This is an optimization exercise on Yosys and OpenROAD, whose aim is small area, a short achievable clock period and few clock cycles, not a production implementation.
In this exercise RTL edits were held to simulation tests only and were not proved equivalent to the original.
No activity file was given, so power comes from the tool's default toggle rates.

<file path="flow/config.mk">
export PLATFORM = sky130hd
export DESIGN_NAME = gun
export DESIGN_NICKNAME = gun
export VERILOG_FILES = /design/flow/design.v
export SDC_FILE = /design/flow/constraint.sdc
export NUM_CORES = 4
export LEC_CHECK = 0
export CAP_MARGIN = 20
export CORE_MARGIN = 2
export CORE_UTILIZATION = 40
export SLEW_MARGIN = 20
</file>
<file path="flow/constraint.sdc">
create_clock -name core_clock -period 4.0 [get_ports {clk_i}]
set_input_delay 0.8000 -clock core_clock [delete_from_list [all_inputs] [get_ports {clk_i}]]
set_output_delay 0.8000 -clock core_clock [all_outputs]
set_load 0.01 [all_outputs]
</file>
<file path="flow/design.v">
module gun_st1(input [7:0] a, input [6:0] b, output [8:0] v);
    reg [7:0] s;
    always @(*) begin
        case (a)
            8'd0: s = 8'd0;
            8'd1: s = 8'd1;
            8'd2: s = 8'd4;
            8'd3: s = 8'd9;
            8'd4: s = 8'd16;
            8'd5: s = 8'd25;
            8'd6: s = 8'd36;
            8'd7: s = 8'd49;
            8'd8: s = 8'd64;
            8'd9: s = 8'd81;
            8'd10: s = 8'd100;
            8'd11: s = 8'd121;
            8'd12: s = 8'd144;
            8'd13: s = 8'd169;
            8'd14: s = 8'd196;
            8'd15: s = 8'd225;
            8'd16: s = 8'd0;
            8'd17: s = 8'd33;
            8'd18: s = 8'd68;
            8'd19: s = 8'd105;
            8'd20: s = 8'd144;
            8'd21: s = 8'd185;
            8'd22: s = 8'd228;
            8'd23: s = 8'd17;
            8'd24: s = 8'd64;
            8'd25: s = 8'd113;
            8'd26: s = 8'd164;
            8'd27: s = 8'd217;
            8'd28: s = 8'd16;
            8'd29: s = 8'd73;
            8'd30: s = 8'd132;
            8'd31: s = 8'd193;
            8'd32: s = 8'd0;
            8'd33: s = 8'd65;
            8'd34: s = 8'd132;
            8'd35: s = 8'd201;
            8'd36: s = 8'd16;
            8'd37: s = 8'd89;
            8'd38: s = 8'd164;
            8'd39: s = 8'd241;
            8'd40: s = 8'd64;
            8'd41: s = 8'd145;
            8'd42: s = 8'd228;
            8'd43: s = 8'd57;
            8'd44: s = 8'd144;
            8'd45: s = 8'd233;
            8'd46: s = 8'd68;
            8'd47: s = 8'd161;
            8'd48: s = 8'd0;
            8'd49: s = 8'd97;
            8'd50: s = 8'd196;
            8'd51: s = 8'd41;
            8'd52: s = 8'd144;
            8'd53: s = 8'd249;
            8'd54: s = 8'd100;
            8'd55: s = 8'd209;
            8'd56: s = 8'd64;
            8'd57: s = 8'd177;
            8'd58: s = 8'd36;
            8'd59: s = 8'd153;
            8'd60: s = 8'd16;
            8'd61: s = 8'd137;
            8'd62: s = 8'd4;
            8'd63: s = 8'd129;
            8'd64: s = 8'd0;
            8'd65: s = 8'd129;
            8'd66: s = 8'd4;
            8'd67: s = 8'd137;
            8'd68: s = 8'd16;
            8'd69: s = 8'd153;
            8'd70: s = 8'd36;
            8'd71: s = 8'd177;
            8'd72: s = 8'd64;
            8'd73: s = 8'd209;
            8'd74: s = 8'd100;
            8'd75: s = 8'd249;
            8'd76: s = 8'd144;
            8'd77: s = 8'd41;
            8'd78: s = 8'd196;
            8'd79: s = 8'd97;
            8'd80: s = 8'd0;
            8'd81: s = 8'd161;
            8'd82: s = 8'd68;
            8'd83: s = 8'd233;
            8'd84: s = 8'd144;
            8'd85: s = 8'd57;
            8'd86: s = 8'd228;
            8'd87: s = 8'd145;
            8'd88: s = 8'd64;
            8'd89: s = 8'd241;
            8'd90: s = 8'd164;
            8'd91: s = 8'd89;
            8'd92: s = 8'd16;
            8'd93: s = 8'd201;
            8'd94: s = 8'd132;
            8'd95: s = 8'd65;
            8'd96: s = 8'd0;
            8'd97: s = 8'd193;
            8'd98: s = 8'd132;
            8'd99: s = 8'd73;
            8'd100: s = 8'd16;
            8'd101: s = 8'd217;
            8'd102: s = 8'd164;
            8'd103: s = 8'd113;
            8'd104: s = 8'd64;
            8'd105: s = 8'd17;
            8'd106: s = 8'd228;
            8'd107: s = 8'd185;
            8'd108: s = 8'd144;
            8'd109: s = 8'd105;
            8'd110: s = 8'd68;
            8'd111: s = 8'd33;
            8'd112: s = 8'd0;
            8'd113: s = 8'd225;
            8'd114: s = 8'd196;
            8'd115: s = 8'd169;
            8'd116: s = 8'd144;
            8'd117: s = 8'd121;
            8'd118: s = 8'd100;
            8'd119: s = 8'd81;
            8'd120: s = 8'd64;
            8'd121: s = 8'd49;
            8'd122: s = 8'd36;
            8'd123: s = 8'd25;
            8'd124: s = 8'd16;
            8'd125: s = 8'd9;
            8'd126: s = 8'd4;
            8'd127: s = 8'd1;
            8'd128: s = 8'd0;
            8'd129: s = 8'd129;
            8'd130: s = 8'd4;
            8'd131: s = 8'd137;
            8'd132: s = 8'd16;
            8'd133: s = 8'd153;
            8'd134: s = 8'd36;
            8'd135: s = 8'd177;
            8'd136: s = 8'd64;
            8'd137: s = 8'd209;
            8'd138: s = 8'd100;
            8'd139: s = 8'd249;
            8'd140: s = 8'd144;
            8'd141: s = 8'd41;
            8'd142: s = 8'd196;
            8'd143: s = 8'd97;
            8'd144: s = 8'd0;
            8'd145: s = 8'd161;
            8'd146: s = 8'd68;
            8'd147: s = 8'd233;
            8'd148: s = 8'd144;
            8'd149: s = 8'd57;
            8'd150: s = 8'd228;
            8'd151: s = 8'd145;
            8'd152: s = 8'd64;
            8'd153: s = 8'd241;
            8'd154: s = 8'd164;
            8'd155: s = 8'd89;
            8'd156: s = 8'd16;
            8'd157: s = 8'd201;
            8'd158: s = 8'd132;
            8'd159: s = 8'd65;
            8'd160: s = 8'd0;
            8'd161: s = 8'd193;
            8'd162: s = 8'd132;
            8'd163: s = 8'd73;
            8'd164: s = 8'd16;
            8'd165: s = 8'd217;
            8'd166: s = 8'd164;
            8'd167: s = 8'd113;
            8'd168: s = 8'd64;
            8'd169: s = 8'd17;
            8'd170: s = 8'd228;
            8'd171: s = 8'd185;
            8'd172: s = 8'd144;
            8'd173: s = 8'd105;
            8'd174: s = 8'd68;
            8'd175: s = 8'd33;
            8'd176: s = 8'd0;
            8'd177: s = 8'd225;
            8'd178: s = 8'd196;
            8'd179: s = 8'd169;
            8'd180: s = 8'd144;
            8'd181: s = 8'd121;
            8'd182: s = 8'd100;
            8'd183: s = 8'd81;
            8'd184: s = 8'd64;
            8'd185: s = 8'd49;
            8'd186: s = 8'd36;
            8'd187: s = 8'd25;
            8'd188: s = 8'd16;
            8'd189: s = 8'd9;
            8'd190: s = 8'd4;
            8'd191: s = 8'd1;
            8'd192: s = 8'd0;
            8'd193: s = 8'd1;
            8'd194: s = 8'd4;
            8'd195: s = 8'd9;
            8'd196: s = 8'd16;
            8'd197: s = 8'd25;
            8'd198: s = 8'd36;
            8'd199: s = 8'd49;
            8'd200: s = 8'd64;
            8'd201: s = 8'd81;
            8'd202: s = 8'd100;
            8'd203: s = 8'd121;
            8'd204: s = 8'd144;
            8'd205: s = 8'd169;
            8'd206: s = 8'd196;
            8'd207: s = 8'd225;
            8'd208: s = 8'd0;
            8'd209: s = 8'd33;
            8'd210: s = 8'd68;
            8'd211: s = 8'd105;
            8'd212: s = 8'd144;
            8'd213: s = 8'd185;
            8'd214: s = 8'd228;
            8'd215: s = 8'd17;
            8'd216: s = 8'd64;
            8'd217: s = 8'd113;
            8'd218: s = 8'd164;
            8'd219: s = 8'd217;
            8'd220: s = 8'd16;
            8'd221: s = 8'd73;
            8'd222: s = 8'd132;
            8'd223: s = 8'd193;
            8'd224: s = 8'd0;
            8'd225: s = 8'd65;
            8'd226: s = 8'd132;
            8'd227: s = 8'd201;
            8'd228: s = 8'd16;
            8'd229: s = 8'd89;
            8'd230: s = 8'd164;
            8'd231: s = 8'd241;
            8'd232: s = 8'd64;
            8'd233: s = 8'd145;
            8'd234: s = 8'd228;
            8'd235: s = 8'd57;
            8'd236: s = 8'd144;
            8'd237: s = 8'd233;
            8'd238: s = 8'd68;
            8'd239: s = 8'd161;
            8'd240: s = 8'd0;
            8'd241: s = 8'd97;
            8'd242: s = 8'd196;
            8'd243: s = 8'd41;
            8'd244: s = 8'd144;
            8'd245: s = 8'd249;
            8'd246: s = 8'd100;
            8'd247: s = 8'd209;
            8'd248: s = 8'd64;
            8'd249: s = 8'd177;
            8'd250: s = 8'd36;
            8'd251: s = 8'd153;
            8'd252: s = 8'd16;
            8'd253: s = 8'd137;
            8'd254: s = 8'd4;
            8'd255: s = 8'd129;
        endcase
    end
    assign v = {2'b00, b} + {1'b0, s};
endmodule
module gun_st2(input [8:0] v, input [6:0] ap, input a7, input [6:0] b, output [14:0] sum, output [14:0] car);
    wire p1 = ap[0] & v[0];
    wire p2 = ap[0] & v[1];
    wire p3 = ap[0] & v[2];
    wire p4 = ap[0] & v[3];
    wire p5 = ap[0] & v[4];
    wire p6 = ap[0] & v[5];
    wire p7 = ap[0] & v[6];
    wire p8 = ap[0] & v[7];
    wire p9 = ap[0] & v[8];
    wire p10 = ap[1] & v[0];
    wire p11 = ap[1] & v[1];
    wire p12 = ap[1] & v[2];
    wire p13 = ap[1] & v[3];
    wire p14 = ap[1] & v[4];
    wire p15 = ap[1] & v[5];
    wire p16 = ap[1] & v[6];
    wire p17 = ap[1] & v[7];
    wire p18 = ap[1] & v[8];
    wire p19 = ap[2] & v[0];
    wire p20 = ap[2] & v[1];
    wire p21 = ap[2] & v[2];
    wire p22 = ap[2] & v[3];
    wire p23 = ap[2] & v[4];
    wire p24 = ap[2] & v[5];
    wire p25 = ap[2] & v[6];
    wire p26 = ap[2] & v[7];
    wire p27 = ap[2] & v[8];
    wire p28 = ap[3] & v[0];
    wire p29 = ap[3] & v[1];
    wire p30 = ap[3] & v[2];
    wire p31 = ap[3] & v[3];
    wire p32 = ap[3] & v[4];
    wire p33 = ap[3] & v[5];
    wire p34 = ap[3] & v[6];
    wire p35 = ap[3] & v[7];
    wire p36 = ap[3] & v[8];
    wire p37 = ap[4] & v[0];
    wire p38 = ap[4] & v[1];
    wire p39 = ap[4] & v[2];
    wire p40 = ap[4] & v[3];
    wire p41 = ap[4] & v[4];
    wire p42 = ap[4] & v[5];
    wire p43 = ap[4] & v[6];
    wire p44 = ap[4] & v[7];
    wire p45 = ap[4] & v[8];
    wire p46 = ap[5] & v[0];
    wire p47 = ap[5] & v[1];
    wire p48 = ap[5] & v[2];
    wire p49 = ap[5] & v[3];
    wire p50 = ap[5] & v[4];
    wire p51 = ap[5] & v[5];
    wire p52 = ap[5] & v[6];
    wire p53 = ap[5] & v[7];
    wire p54 = ap[5] & v[8];
    wire p55 = ap[6] & v[0];
    wire p56 = ap[6] & v[1];
    wire p57 = ap[6] & v[2];
    wire p58 = ap[6] & v[3];
    wire p59 = ap[6] & v[4];
    wire p60 = ap[6] & v[5];
    wire p61 = ap[6] & v[6];
    wire p62 = ap[6] & v[7];
    wire p63 = ap[6] & v[8];
    wire q64 = a7 & b[0];
    wire q65 = a7 & b[1];
    wire q66 = a7 & b[2];
    wire q67 = a7 & b[3];
    wire q68 = a7 & b[4];
    wire q69 = a7 & b[5];
    wire q70 = a7 & b[6];
    wire s71 = p10 ^ p2;
    wire c72 = p10 & p2;
    wire s73 = p11 ^ p19 ^ p3;
    wire c74 = (p11 & p19) | (p11 & p3) | (p19 & p3);
    wire s75 = c72 ^ s73;
    wire c76 = c72 & s73;
    wire s77 = p12 ^ p20 ^ p28;
    wire c78 = (p12 & p20) | (p12 & p28) | (p20 & p28);
    wire s79 = p4 ^ c74 ^ s77;
    wire c80 = (p4 & c74) | (p4 & s77) | (c74 & s77);
    wire s81 = c76 ^ s79;
    wire c82 = c76 & s79;
    wire s83 = p13 ^ p21 ^ p29;
    wire c84 = (p13 & p21) | (p13 & p29) | (p21 & p29);
    wire s85 = p37 ^ p5 ^ c78;
    wire c86 = (p37 & p5) | (p37 & c78) | (p5 & c78);
    wire s87 = s83 ^ c80 ^ s85;
    wire c88 = (s83 & c80) | (s83 & s85) | (c80 & s85);
    wire s89 = c82 ^ s87;
    wire c90 = c82 & s87;
    wire s91 = p14 ^ p22 ^ p30;
    wire c92 = (p14 & p22) | (p14 & p30) | (p22 & p30);
    wire s93 = p38 ^ p46 ^ p6;
    wire c94 = (p38 & p46) | (p38 & p6) | (p46 & p6);
    wire s95 = c84 ^ s91 ^ s93;
    wire c96 = (c84 & s91) | (c84 & s93) | (s91 & s93);
    wire s97 = c86 ^ s95 ^ c88;
    wire c98 = (c86 & s95) | (c86 & c88) | (s95 & c88);
    wire s99 = c90 ^ s97;
    wire c100 = c90 & s97;
    wire s101 = p15 ^ p23 ^ p31;
    wire c102 = (p15 & p23) | (p15 & p31) | (p23 & p31);
    wire s103 = p39 ^ p47 ^ p55;
    wire c104 = (p39 & p47) | (p39 & p55) | (p47 & p55);
    wire s105 = p7 ^ c92 ^ c94;
    wire c106 = (p7 & c92) | (p7 & c94) | (c92 & c94);
    wire s107 = s101 ^ s103 ^ c96;
    wire c108 = (s101 & s103) | (s101 & c96) | (s103 & c96);
    wire s109 = s105 ^ s107 ^ c98;
    wire c110 = (s105 & s107) | (s105 & c98) | (s107 & c98);
    wire s111 = c100 ^ s109;
    wire c112 = c100 & s109;
    wire s113 = p16 ^ p24 ^ p32;
    wire c114 = (p16 & p24) | (p16 & p32) | (p24 & p32);
    wire s115 = p40 ^ p48 ^ p56;
    wire c116 = (p40 & p48) | (p40 & p56) | (p48 & p56);
    wire s117 = p8 ^ c102 ^ c104;
    wire c118 = (p8 & c102) | (p8 & c104) | (c102 & c104);
    wire s119 = s113 ^ s115 ^ c106;
    wire c120 = (s113 & s115) | (s113 & c106) | (s115 & c106);
    wire s121 = q64 ^ s117 ^ s119;
    wire c122 = (q64 & s117) | (q64 & s119) | (s117 & s119);
    wire s123 = c108 ^ s121 ^ c110;
    wire c124 = (c108 & s121) | (c108 & c110) | (s121 & c110);
    wire s125 = c112 ^ s123;
    wire c126 = c112 & s123;
    wire s127 = p17 ^ p25 ^ p33;
    wire c128 = (p17 & p25) | (p17 & p33) | (p25 & p33);
    wire s129 = p41 ^ p49 ^ p57;
    wire c130 = (p41 & p49) | (p41 & p57) | (p49 & p57);
    wire s131 = p9 ^ c114 ^ c116;
    wire c132 = (p9 & c114) | (p9 & c116) | (c114 & c116);
    wire s133 = s127 ^ s129 ^ c118;
    wire c134 = (s127 & s129) | (s127 & c118) | (s129 & c118);
    wire s135 = q65 ^ s131 ^ c120;
    wire c136 = (q65 & s131) | (q65 & c120) | (s131 & c120);
    wire s137 = s133 ^ c122 ^ s135;
    wire c138 = (s133 & c122) | (s133 & s135) | (c122 & s135);
    wire s139 = s137 ^ c124 ^ c126;
    wire c140 = (s137 & c124) | (s137 & c126) | (c124 & c126);
    wire s141 = p18 ^ p26 ^ p34;
    wire c142 = (p18 & p26) | (p18 & p34) | (p26 & p34);
    wire s143 = p42 ^ p50 ^ p58;
    wire c144 = (p42 & p50) | (p42 & p58) | (p50 & p58);
    wire s145 = c128 ^ c130 ^ s141;
    wire c146 = (c128 & c130) | (c128 & s141) | (c130 & s141);
    wire s147 = s143 ^ c132 ^ q66;
    wire c148 = (s143 & c132) | (s143 & q66) | (c132 & q66);
    wire s149 = s145 ^ c134 ^ s147;
    wire c150 = (s145 & c134) | (s145 & s147) | (c134 & s147);
    wire s151 = c136 ^ s149 ^ c138;
    wire c152 = (c136 & s149) | (c136 & c138) | (s149 & c138);
    wire s153 = p27 ^ p35 ^ p43;
    wire c154 = (p27 & p35) | (p27 & p43) | (p35 & p43);
    wire s155 = p51 ^ p59 ^ c142;
    wire c156 = (p51 & p59) | (p51 & c142) | (p59 & c142);
    wire s157 = c144 ^ s153 ^ q67;
    wire c158 = (c144 & s153) | (c144 & q67) | (s153 & q67);
    wire s159 = c146 ^ s155 ^ c148;
    wire c160 = (c146 & s155) | (c146 & c148) | (s155 & c148);
    wire s161 = s157 ^ c150 ^ s159;
    wire c162 = (s157 & c150) | (s157 & s159) | (c150 & s159);
    wire s163 = p36 ^ p44 ^ p52;
    wire c164 = (p36 & p44) | (p36 & p52) | (p44 & p52);
    wire s165 = p60 ^ c154 ^ s163;
    wire c166 = (p60 & c154) | (p60 & s163) | (c154 & s163);
    wire s167 = c156 ^ q68 ^ s165;
    wire c168 = (c156 & q68) | (c156 & s165) | (q68 & s165);
    wire s169 = c158 ^ s167 ^ c160;
    wire c170 = (c158 & s167) | (c158 & c160) | (s167 & c160);
    wire s171 = p45 ^ p53 ^ p61;
    wire c172 = (p45 & p53) | (p45 & p61) | (p53 & p61);
    wire s173 = c164 ^ s171 ^ q69;
    wire c174 = (c164 & s171) | (c164 & q69) | (s171 & q69);
    wire s175 = c166 ^ s173 ^ c168;
    wire c176 = (c166 & s173) | (c166 & c168) | (s173 & c168);
    wire s177 = p54 ^ p62 ^ c172;
    wire c178 = (p54 & p62) | (p54 & c172) | (p62 & c172);
    wire s179 = q70 ^ s177 ^ c174;
    wire c180 = (q70 & s177) | (q70 & c174) | (s177 & c174);
    wire t181 = p63 ^ c178 ^ c180;
    assign sum = {t181, s179, s175, c162, s161, s151, s139, s125, s111, s99, s89, s81, s75, s71, p1};
    assign car = {1'b0, c176, c170, s169, c152, c140, 1'b0, 1'b0, 1'b0, 1'b0, 1'b0, 1'b0, 1'b0, 1'b0, 1'b0};
endmodule
module gun(
    input rst_i,
    input clk_i,
    input [15:0] sw_i,
    output busy,
    output [14:0] leds
);
wire [7:0] a = sw_i[15:8];
wire [6:0] b = sw_i[6:0];
reg c1, c2;          
reg [14:0] r0;
reg [14:0] r1;        
wire [8:0] v;
wire [14:0] sum, car;
gun_st1 st1(.a(a), .b(b), .v(v));
gun_st2 st2(.v(r0[8:0]), .ap({r1[1], r1[0], r1[13], r1[12], r1[11], r1[10], r1[9]}), .a7(a[7]), .b(b), .sum(sum), .car(car));
assign busy = rst_i | c1 | c2;
assign leds = r0 + {1'b0, r1[13], r1[12], r1[11], r1[10], r1[9], 1'b0, 1'b0, 1'b0, 1'b0, 1'b0, 1'b0, 1'b0, 1'b0, 1'b0};
always @(posedge clk_i) begin
    c1 <= rst_i;
    c2 <= c1 & ~rst_i;
end
always @(posedge clk_i) begin
    if (c2)
        r0 <= sum;
    else if (c1)
        r0[8:0] <= v;
end
always @(posedge clk_i) begin
    if (c2) r1[0] <= 1'b0; else if (c1) r1[0] <= a[5];
    if (c2) r1[1] <= 1'b0; else if (c1) r1[1] <= a[6];
    if (c2) r1[9] <= car[9]; else if (c1) r1[9] <= a[0];
    if (c2) r1[10] <= car[10]; else if (c1) r1[10] <= a[1];
    if (c2) r1[11] <= car[11]; else if (c1) r1[11] <= a[2];
    if (c2) r1[12] <= car[12]; else if (c1) r1[12] <= a[3];
    if (c2) r1[13] <= car[13]; else if (c1) r1[13] <= a[4];
end
endmodule
</file>
<file path="flow/flow/run.sh">
#!/bin/bash
set -euo pipefail
cd "$(dirname "${BASH_SOURCE[0]}")/.."
export ADDER_MAP_FILE=
bash standard.sh finish > standard_flow.log 2>&1
</file>
<file path="flow/standard.sh">
#!/bin/bash
# synth_recipe.tcl (not shown) runs the flow's synth.tcl, then flattens the netlist and writes it again
# the make line also repeats each setting of config.mk as NAME=value (left out here)
make -C /OpenROAD-flow-scripts/flow DESIGN_CONFIG=/design/flow/config.mk WORK_HOME=/design/flow/orfs CLKGATE_MAP_FILE= SYNTH_SCRIPT=/design/flow/synth_recipe.tcl "${@:-finish}"
</file>
==> impl_metrics.py <==
metrics = {
    "run_status": {
        "outcome": "finished clean",
    },
    "floorplanning": {
        "pin_count": 34,
        "die_area_sq_mm": 0.00986,
        "die_w_microns": 99.3,
        "num_rows": 34,
        "start_util_pct": 41.5,
        "core-area_sq_mm": 0.00876,
        "die_h_microns": 99.3,
    },
    "critical_path": {
        "critPathCaptureType": "output pin",
        "slowest_delay_ns": 0.54,
        "cp_common_cell": "maj3_1",
        "path_max_fanout": 3,
        "crit_slowest_cell": "clkdlybuf4s50_1",
        "path_cells": "nor2_1 > a21oi_1 > maj3_1 > maj3_1 > maj3_1 > xor2_1 > clkdlybuf4s50_1",
        "arrival_ns": 2.79,
        "path_class": "reg2out",
        "required_ns": 3.20,
        "start_kind": "register",
    },
    "sta": {
        "slew_headroom_pct": 63.8,
        "setup-tns-final_ns": 0,
        "hold_ws_ns": 0.547,
        "worst_slew_pin_slew_ns": 0.543,
        "max_freq_ghz": 0.279,
        "min_period_ns": 3.59,
        "fin_skew_ns": 0.00325,
        "rsz0062_at_grt": "no",
        "drv_slew": 0,
        "hold_viol_final": 0,
        "min_period_over_period_pct": 89.6,
        "fin_ws_ns": 0.415,
        "setup_violations": 0,
    },
    "clocking": {
        "clk_latency_ns": 0.26,
        "postCtsSetupBuffers": 0,
        "cts_tree": "yes",
        "numCtsBuffers": 3,
        "cts-root-buf": "clkbuf_8",
        "cts_resized": 0,
        "clkTransAtPathRegs_ns": 0.09,
        "cts_hold_buf": 0,
        "htree_levels": 1,
        "clock_sinks": 24,
        "clockBufferDepth": 2,
    },
    "placed_design": {
        "detailedPlace.worstSlack_ns": 0.106,
        "gp_congestion": 0.837,
        "place.port_buffers": 32,
        "placedCellCount": 570,
        "dp_hpwl_mm": 6.90,
    },
    "yosys": {
        "synth_area_leaders": "edfxtp_1 (17%), xnor2_1 (16%), maj3_1 (9.4%)",
        "yosysSeqAreaShare_pct": 18.7,
        "synth_edf_count": 20,
        "syn_nets": 470,
        "syn-cell-area_sq_mm": 0.00363,
        "synth_ff_type": "edfxtp_1",
        "synthCells": 452,
        "synthArstFlopShare_pct": 0,
        "synth_warnings": 2,
        "yosys_register_bits": 24,
        "avgSynthCellArea_sq_um": 8.04,
        "yosysMostFrequentCell": "nand2_1",
        "synth_top_area_share_pct": 16.5,
        "ys_types": 54,
        "yosysTopAreaCell": "edfxtp_1",
        "yosys-top-cells-count": "nand2_1 (87), xnor2_1 (65), maj3_1 (34), xor2_1 (34)",
    },
    "grt": {
        "antenna_found_initial": 0,
        "grt_pass1_wl_mm": 14.4,
        "track_usage_pct": 17.8,
        "grt_pass1_vias": 2941,
        "overflow": 0,
        "grt_max_degree": 30,
    },
    "route": {
        "ant_nets": 0,
        "drtIter0Drc": 105,
        "wirelength_mm": 8.99,
        "first_pass_iters": 4,
        "vias": 3095,
        "wl_per_cell_microns": 15.7,
        "remaining_drc_errors": 0,
        "viasPerCell": 5.39,
    },
    "power": {
        "vdd_ir_drop_max_v": 0.000339,
        "powerDensity_mw_per_mm2": 806,
        "p_leak_nw": 1.51,
    },
    "final_layout": {
        "final_nets": 485,
        "fin_cells": 574,
        "layout-drive-gt1-share_pct": 6.65,
        "area_growth_pct": 11.5,
        "n_antenna_cell": 0,
    },
    "run": {
        "maxCapViolCount": 0,
    },
    "worst_hold_path": {
        "hp-class": "reg2reg",
    },
}
[final timing paths]
| kind | start | to | slack (ns) | cells after the start |
|---|---|---|---|---|
| worst max-delay path | r1[10] | leds[14] | 0.41 | 7 |
| worst min-delay path | c1 | c2 | 0.55 | 1 |
| worst max register to register | r1[11] | r0[8] | 0.56 | 11 |
| worst min register to register | c1 | c2 | 0.55 | 1 |
[routing by layer]
metal	routed length (microns)	track usage [%]	vias to the layer above
li1	-	-	1555
met3	437	1.69	2
met2	4320	31.3	58
met1	4200	24.4	1480
met4	37	2.42	0
met5	0	0	-
[sequential cells by signal, summed over array words and instances, names as in the netlist]
register,count
r0,15
r1,7
c1,1
c2,1
[stage by stage]
stage          power (mW)  utilization [%]  area [sq um]
6_report             3.27             46.2          4050
2_1_floorplan        2.57                -          3630
5_1_grt              3.51             46.2          4050
4_1_cts              3.26             46.2          4050
3_3_place_gp         3.03             45.7          4010
3_5_place_dp         3.08             45.7          4010
[final cells by class]
| cell class | count | area, sq um |
|---|---|---|
| fill | 872 | 4710 |
| multi-input combinational | 378 | 2710 |
| sequential | 24 | 681 |
| timing repair buffer | 46 | 425 |
| tap | 108 | 135 |
| inverter | 14 | 52.6 |
| clock buffer | 4 | 45.0 |
[report_power, final]
group,internal [mW],leakage [nW],switching [mW]
Combinational,1.28,1.25,1.29
Sequential,0.401,0.232,0.149
Clock,0.0712,0.0228,0.0809
[cells in the final DEF (no fill, tap or decap), drive strengths merged, types with 2 or more instances in the layout]
master / n
xor3: 4
o21ai: 22
nor2: 22
and2: 2
nand2: 88
o211ai: 2
a21oi: 22
nand2b: 5
a21o: 4
or3: 2
mux2i: 5
nor3: 3
xor2: 34
nand4: 3
buf: 14
inv: 14
clkbuf: 4
xnor2: 67
or2: 3
dfxtp: 4
nor2b: 7
a22o: 2
edfxtp: 20
nand3: 7
a31oi: 5
maj3: 41
a22oi: 2
o22ai: 2
xnor3: 6
clkdlybuf4s50: 32
nor3b: 2
a211oi: 3
[critical path, delay by kind of cell (launching register included)]
family | cells | cell delay [ns]
simple gates | 1 | 0.12
compound gates | 1 | 0.07
buf+inv | 1 | 0.54
fa+ha+maj | 3 | 1.19
flops | 1 | 0.46
xor+xnor | 1 | 0.13
[cell families (layout without fill, tap and decap cells)]
| logic type | after synthesis | count (layout) | synth area share (%) |
|---|---|---|---|
| buffers and inverters | 50 | 64 | 6.58 |
| adder cells (fa/ha/maj) | 41 | 41 | 11.7 |
| XOR/XNOR | 111 | 111 | 31.1 |
| multiplexers | 6 | 6 | 1.69 |
| AO/OA/AOI/OAI | 74 | 74 | 12.7 |
| AND/OR/NAND/NOR | 146 | 146 | 17.5 |
| flip-flops | 24 | 24 | 18.7 |
Testbench counts, summed over its fixed seeds: cycles 6,400.

-- separate check: timing with driven ports --
The results above use ideal ports. As a check the final layout listed here was re-extracted and re-timed, cells and wires unchanged.
Step 1 sets driving cells, clkbuf_16 on the clock port and buf_2 on the other inputs (assumed; they add their load-dependent delay and slew).
Step 2 times the ports against the registers' clock, not the clock port: input delays grow and output delays shrink by t, the midpoint of the rising clock arrivals with the driver on.
Three values: no drivers, after step 1, after step 2; two values: the first two.
t, ns: 0.289
slack for setup (ns): 0.415 / 0.388 / 0.129
hold slack, ns: 0.547 / 0.547 / 0.547
latest minus earliest clock arrival (ns): 0.004 / 0.003
After both steps setup and hold are still met in this run. The setup slack of this run moves by -0.027 ns with the drivers and by -0.286 ns with both steps.
